Source: an optimization exercise on an open RTL-to-GDS flow (aim: small area). Production flows keep margins and buffers that such runs may drop. In this exercise RTL edits were held to simulation tests only and were not proved equivalent to the original.

## north
==> flow/design.v <==
module Debounce(
	input i_in,
	input i_clk,
	input i_rst,
	output o_debounced,
	output o_neg,
	output o_pos
);
	parameter CNT_N = 7;
	localparam CNT_BIT = $clog2(CNT_N+1);
	logic o_debounced_r, o_debounced_w;
	logic [CNT_BIT-1:0] counter_r, counter_w;
	logic neg_r, neg_w, pos_r, pos_w;
	assign o_debounced = o_debounced_r;
	assign o_pos = pos_r;
	assign o_neg = neg_r;
	always_comb begin
		pos_w = ~o_debounced_r &  o_debounced_w;
		neg_w =  o_debounced_r & ~o_debounced_w;
		if (i_in != o_debounced_r) begin
			counter_w = counter_r - 1;
		end else begin
			counter_w = CNT_N;
		end
		if (counter_r == 0) begin
			o_debounced_w = ~o_debounced_r;
		end else begin
			o_debounced_w = o_debounced_r;
		end
	end
	always_ff @(posedge i_clk) begin
		if (i_rst) begin
			o_debounced_r <= 1'b1;
			counter_r <= CNT_N;
			neg_r <= 1'b0;
			pos_r <= 1'b0;
		end else begin
			o_debounced_r <= o_debounced_w;
			counter_r <= counter_w;
			neg_r <= neg_w;
			pos_r <= pos_w;
		end
	end
endmodule
module SevenHexDecoder(
	input [6:0] i_hex,
	output logic [6:0] o_seven_hun,
	output logic [6:0] o_seven_ten,
	output logic [6:0] o_seven_one
);
	function automatic [6:0] seg(input [3:0] d);
		case (d)
			0: seg = 7'b1000000; 1: seg = 7'b1111001; 2: seg = 7'b0100100; 3: seg = 7'b0110000;
			4: seg = 7'b0011001; 5: seg = 7'b0010010; 6: seg = 7'b0000010; 7: seg = 7'b1011000;
			8: seg = 7'b0000000; 9: seg = 7'b0010000; default: seg = 7'b1111111;
		endcase
	endfunction
	function automatic [3:0] add3(input [3:0] d);
		case (d)
			5: add3 = 8; 6: add3 = 9; 7: add3 = 10; 8: add3 = 11; 9: add3 = 12;
			default: add3 = d;
		endcase
	endfunction
	wire [3:0] a1 = add3({1'b0, i_hex[6:4]});
	wire [3:0] a2 = add3({a1[2:0], i_hex[3]});
	wire [3:0] a3 = add3({a2[2:0], i_hex[2]});
	wire [3:0] a4 = add3({a3[2:0], i_hex[1]});
	wire [3:0] ones = {a4[2:0], i_hex[0]};
	wire [3:0] b1 = add3({1'b0, a1[3], a2[3], a3[3]});
	wire [4:0] tens_h = {b1, a4[3]};    
	wire hun = tens_h[4];
	wire [3:0] tens = tens_h[3:0];
	wire blank_ten = ~hun & (tens == 0);
	assign o_seven_hun = hun ? 7'b1111001 : 7'b1111111;
	assign o_seven_ten = blank_ten ? 7'b1111111 : seg(tens);
	assign o_seven_one = seg(ones);
endmodule
module Top(
	input i_clk,
	input i_rst,
	input i_start,
	input [17:0] i_sw,
	output logic [6:0] o_random_out
);
	parameter SHOW_NUM = 15;
	parameter DELAY0 = 34;
	parameter DELAY1 = 131;
	parameter DELAY2 = 242;
	parameter DELAY3 = 297;
	parameter DELAY4 = 372;
	localparam [31:0] MUL_T = 32'd48271;      
	localparam [31:0] MUL_R = 32'd22695433;   
	function automatic [8:0] delay_of(input [3:0] n);
		if (n < 5)       delay_of = DELAY0;
		else if (n < 9)  delay_of = DELAY1;
		else if (n < 12) delay_of = DELAY2;
		else if (n < 14) delay_of = DELAY3;
		else             delay_of = DELAY4;
	endfunction
	function automatic [31:0] cdelay_rot(input [3:0] n);
		logic [31:0] c;
		if (n < 5)       c = MUL_T * DELAY0;
		else if (n < 9)  c = MUL_T * DELAY1;
		else if (n < 12) c = MUL_T * DELAY2;
		else if (n < 14) c = MUL_T * DELAY3;
		else             c = MUL_T * DELAY4;
		cdelay_rot = {c[30:0], c[31]};
	endfunction
	logic sw;             
	logic idle;           
	logic [3:0] run_num;  
	logic [8:0] left;     
	logic [31:0] rdm;
	logic [31:0] tmul;    
	logic [31:0] prod;    
	wire done = (run_num == SHOW_NUM);
	wire draw = sw && !done && (idle || left == 0);
	wire [31:0] prod_g = prod & {32{!idle}};
	wire [31:0] sum;
	wire [32:0] sum_c;
	assign sum_c[0] = 1'b0;
	genvar i;
	generate
		for (i = 0; i < 32; i++) begin : sum_add
			FullAdd u(.a(tmul[i]), .b(prod_g[i]), .ci(sum_c[i]), .s(sum[i]), .co(sum_c[i+1]));
		end
	endgenerate
	wire [31:0] rdm_new = (&sum) ? 32'd0 : sum;
	wire [4:0] idx = left[4:0];
	wire [31:0] mul_r_rot = {MUL_R[30:0], MUL_R[31]};
	wire [31:0] cdel = cdelay_rot(run_num);
	wire prod_k = mul_r_rot[idx];
	wire prod_c = cdel[idx];
	wire [31:0] pp = rdm & {32{prod_k}};
	wire [31:0] prod_next;
	wire [31:0] prod_cy;
	assign prod_next[0] = prod_c ^ pp[0];
	assign prod_cy[0] = prod_c & pp[0];
	generate
		for (i = 1; i < 31; i++) begin : prod_add
			FullAdd u(.a(prod[i-1]), .b(pp[i]), .ci(prod_cy[i-1]), .s(prod_next[i]), .co(prod_cy[i]));
		end
	endgenerate
	assign prod_next[31] = prod[30] ^ pp[31] ^ prod_cy[30];
	logic [31:0] tmul_next;
	always_comb begin
		logic c;
		c = 1'b0;
		for (int k = 0; k < 32; k++) begin
			tmul_next[k] = tmul[k] ^ MUL_T[k] ^ c;
			c = (tmul[k] & MUL_T[k]) | (tmul[k] & c) | (MUL_T[k] & c);
		end
	end
	always_ff @(posedge i_clk) begin
		if (i_rst) begin
			sw <= 0;
			idle <= 1;
			run_num <= 0;
			rdm <= 0;
			tmul <= 0;
		end
		else begin
			tmul <= tmul_next;
			if (i_start)
				sw <= ~sw;
			if (sw)
				idle <= 0;
			if (!sw)
				run_num <= 0;
			else if (draw)
				run_num <= run_num + 1;
			if (draw)
				rdm <= rdm_new;
		end
	end
	always_ff @(posedge i_clk) begin
		if (!sw)
			left <= DELAY0;
		else if (draw)
			left <= delay_of(run_num + 1);
		else
			left <= left - 1;
		prod <= prod_next;
	end
	wire [6:0] rem_inc;    
	RemInc rem0(.i_rdm(rdm), .i_m(i_sw[6:0]), .o_rem_inc(rem_inc));
	always_comb begin
		if (!sw)
			o_random_out = 0;
		else if (done && i_sw[17])
			o_random_out = i_sw[16:10];
		else
			o_random_out = rem_inc;
	end
endmodule
module RemInc(input [31:0] i_rdm, input [6:0] i_m, output [6:0] o_rem_inc);
	wire [31:0] rdm = i_rdm;
	wire [6:0] m = i_m;
	wire [6:0] nm = ~m;
	genvar j, i;
	logic [6:0] r [0:7];
	assign r[0] = 7'd0;
	generate
		for (j = 0; j < 7; j++) begin : rs
			wire [7:0] t = {r[j], rdm[31-j]};
			wire [8:0] c;
			wire [7:0] d;
			assign c[0] = 1'b1;
			for (i = 0; i < 8; i++) begin : bit_
				wire mb = (i < 7) ? nm[i] : 1'b1;
				assign d[i] = t[i] ^ mb ^ c[i];
				assign c[i+1] = (t[i] & mb) | (t[i] & c[i]) | (mb & c[i]);
			end
			wire [6:0] keep = (7'd1 << (j + 1)) - 7'd1;
			assign r[j+1] = (c[8] ? d[6:0] : t[6:0]) & keep;
		end
	endgenerate
	logic [6:0] q [7:32];
	logic sub [7:32];
	assign q[7] = r[7];
	assign sub[7] = 1'b1;
	generate
		for (j = 7; j < 32; j++) begin : ns
			NrStage st(.i_r(q[j]), .i_sub(sub[j]), .i_b(rdm[31-j]), .i_m(m), .o_r(q[j+1]), .o_sub(sub[j+1]));
		end
	endgenerate
	wire neg = ~sub[32];
	wire [7:0] cc;
	assign cc[0] = 1'b1;
	generate
		for (i = 0; i < 7; i++) begin : fin
			wire a = m[i] & neg;
			assign o_rem_inc[i] = q[32][i] ^ a ^ cc[i];
			assign cc[i+1] = (q[32][i] & a) | (q[32][i] & cc[i]) | (a & cc[i]);
		end
	endgenerate
endmodule
module NrStage(input [6:0] i_r, input i_sub, input i_b, input [6:0] i_m, output [6:0] o_r, output o_sub);
	wire [7:0] t = {i_r, i_b};
	wire [7:0] c;
	assign o_r[0] = i_b ^ i_m[0];
	assign c[1] = i_sub ? (i_b | ~i_m[0]) : (i_b & i_m[0]);
	genvar i;
	generate
		for (i = 1; i < 7; i++) begin : bit_
			FullAdd u(.a(t[i]), .b(i_m[i] ^ i_sub), .ci(c[i]), .s(o_r[i]), .co(c[i+1]));
		end
	endgenerate
	assign o_sub = ~(t[7] ^ i_sub ^ c[7]);
endmodule
module FullAdd(input a, input b, input ci, output s, output co);
	assign s = a ^ b ^ ci;
	assign co = (a & b) | (a & ci) | (b & ci);
endmodule
module Lab1(
	input CLOCK_50,
	input RST,
	input KEY0,
	input [17:0] SW,
	output [6:0] HEX0,
	output [6:0] HEX1,
	output [6:0] HEX2
);
	logic keydown;
	logic [6:0] random_value;
	Debounce deb0(
		.i_in(KEY0),
		.i_clk(CLOCK_50),
		.i_rst(RST),
		.o_neg(keydown)
	);
	Top top0(
		.i_clk(CLOCK_50),
		.i_rst(RST),
		.i_start(keydown),
		.i_sw(SW),
		.o_random_out(random_value)
	);
	SevenHexDecoder seven_dec0(
		.i_hex(random_value),
		.o_seven_hun(HEX2),
		.o_seven_ten(HEX1),
		.o_seven_one(HEX0)
	);
endmodule
make LEC_CHECK=0 CAP_MARGIN=20 CORE_MARGIN=2 CORE_UTILIZATION=40 CTS_BUF_LIST='sky130_fd_sc_hd__clkbuf_2 sky130_fd_sc_hd__clkbuf_4' CTS_CLUSTER_SIZE=30 SLEW_MARGIN=20 SYNTH_HIERARCHICAL=1 SYNTH_MINIMUM_KEEP_SIZE=0 finish   # period 160.0 ns
run.sh (not shown) runs the stock make flow with config.mk's settings and CLKGATE_MAP_FILE= SYNTH_SCRIPT=/design/flow/synth_recipe.tcl, a recipe that flattens the netlist after the stock synthesis.
Setup changes, north to south
--- a/flow/config.mk
+++ b/flow/config.mk
@@ -8,7 +8,6 @@
 export CAP_MARGIN = 20
 export CORE_MARGIN = 2
-export CORE_UTILIZATION = 40
-export CTS_BUF_LIST = sky130_fd_sc_hd__clkbuf_2 sky130_fd_sc_hd__clkbuf_4
-export CTS_CLUSTER_SIZE = 30
+export CORE_UTILIZATION = 70
+export CTS_BUF_LIST = sky130_fd_sc_hd__clkbuf_4
 export SLEW_MARGIN = 20
 export SYNTH_HIERARCHICAL = 1
[summary]
The via-per-instance ratio in south sits about 14% above the value recorded for north.
Changes observed in south relative to north: global-route wire length before repair grew by 230 um; critical path depth shrank by 0.37%; number of signal-net inverters in the final layout held steady.
Across both runs, routed length on met2 was higher for south than for north.
north -> south: fill cell total of the finished layout decreased by more than half
Relative to north, slew at the pin closest to its max-slew limit has gone down in south.
Per the comparison of south with north, worst hold-check slack +13 ps, routability congestion estimate +2.7%.
For east, these inputs were changed with respect to south:
==> flow/flow/run.sh (new file) <==
#!/bin/bash
# Standard layout with two changes:
# 1. port buffers are buf_1 instead of the default buffer cell;
# 2. clock tree from clkbuf_4/clkbuf_8 buffers, without dummy loads.
set -euo pipefail
W=$PWD
R=$W/orfs/results/$FLOW_PLATFORM/Lab1/base
LIB=$FLOW_HOME/platforms/$FLOW_PLATFORM/lib/sky130_fd_sc_hd__tt_025C_1v80.lib
YOSYS=$FLOW_HOME/../tools/install/yosys/bin/yosys

bash standard.sh \
  "BUFFER_PORTS_ARGS=-buffer_cell sky130_fd_sc_hd__buf_1" \
  "CTS_ARGS=-sink_clustering_enable -repair_clock_nets -dont_use_dummy_load -buf_list {sky130_fd_sc_hd__clkbuf_4 sky130_fd_sc_hd__clkbuf_8}" \
  finish > $W/flow_layout.log 2>&1
==> flow/standard.sh (new file) <==
#!/bin/bash
# synth_recipe.tcl (not shown) runs the flow's synth.tcl, then flattens the netlist and writes it again
# the make line also repeats each setting of config.mk as NAME=value (left out here)
make -C /OpenROAD-flow-scripts/flow DESIGN_CONFIG=/design/flow/config.mk WORK_HOME=/design/flow/orfs CLKGATE_MAP_FILE= SYNTH_SCRIPT=/design/flow/synth_recipe.tcl "${@:-finish}"
--- a/flow/config.mk
+++ b/flow/config.mk
@@ -8,6 +8,5 @@
 export CAP_MARGIN = 20
 export CORE_MARGIN = 2
-export CORE_UTILIZATION = 70
-export CTS_BUF_LIST = sky130_fd_sc_hd__clkbuf_4
+export CORE_UTILIZATION = 40
 export SLEW_MARGIN = 20
 export SYNTH_HIERARCHICAL = 1
removed: flow/run.sh
Results
Going from south to east, growth of design area from synthesis to finish now sits lower, fmax ~0 delta.
Per the comparison of east with south, clock network area share now sits lower, height of the die higher.
Summary of east over south: count of non-filler cells in the finished layout up 174, final area down 55 um^2, fraction of layout instances using a drive strength above 1 down 0.99 points, initial antenna violation count up 1.
#### Input delta (west over east)
==> flow/run.sh (new file) <==
#!/bin/bash
# synth_recipe.tcl (not shown) runs the flow's synth.tcl, then flattens the netlist and writes it again
# the make line also repeats each setting of config.mk as NAME=value (left out here)
make -C /OpenROAD-flow-scripts/flow DESIGN_CONFIG=/design/flow/config.mk WORK_HOME=/design/flow/orfs CLKGATE_MAP_FILE= SYNTH_SCRIPT=/design/flow/synth_recipe.tcl finish
--- a/flow/config.mk
+++ b/flow/config.mk
@@ -9,4 +9,5 @@
 export CORE_MARGIN = 2
 export CORE_UTILIZATION = 40
+export CTS_BUF_LIST = sky130_fd_sc_hd__clkbuf_4
 export SLEW_MARGIN = 20
 export SYNTH_HIERARCHICAL = 1
removed: flow/flow/run.sh
removed: flow/standard.sh
==> comparison <==
Delta (west minus east): routed wire length lost about 0.36%; flip-flop and latch share of the layout cell area shows a reduction of 0.24 points; count of clock-buffer cells in the layout increased 4.

==> port drivers added, routing unchanged <==
The flow's constraints put no driver on any port. The routed layouts listed below were extracted and timed again, unchanged, in two steps.
Step 1: set_driving_cell puts a clkbuf_16 on CLOCK_50 and a buf_2 on each other input, an assumption about the parent block.
Step 2 adds t to the input delays and takes it off the output delays; t is the mean of the earliest and latest rising clock arrival at the registers after step 1. Input paths then give back, and output paths get back, about the clock's delay inside the block.
a / b / c = no drivers / after step 1 / after step 2; a / b = the first two.
run | t (ns) | setup slack, ns | pins driven straight from the clock port
north | 0.538 | 3.318 / 3.293 / 3.293 | 1
south | 0.523 | 3.171 / 3.147 / 3.147 | 1
east | 0.454 | 3.408 / 3.386 / 3.386 | 1
west | 0.538 | 3.318 / 3.293 / 3.293 | 1
After both steps every run listed still meets setup and hold.
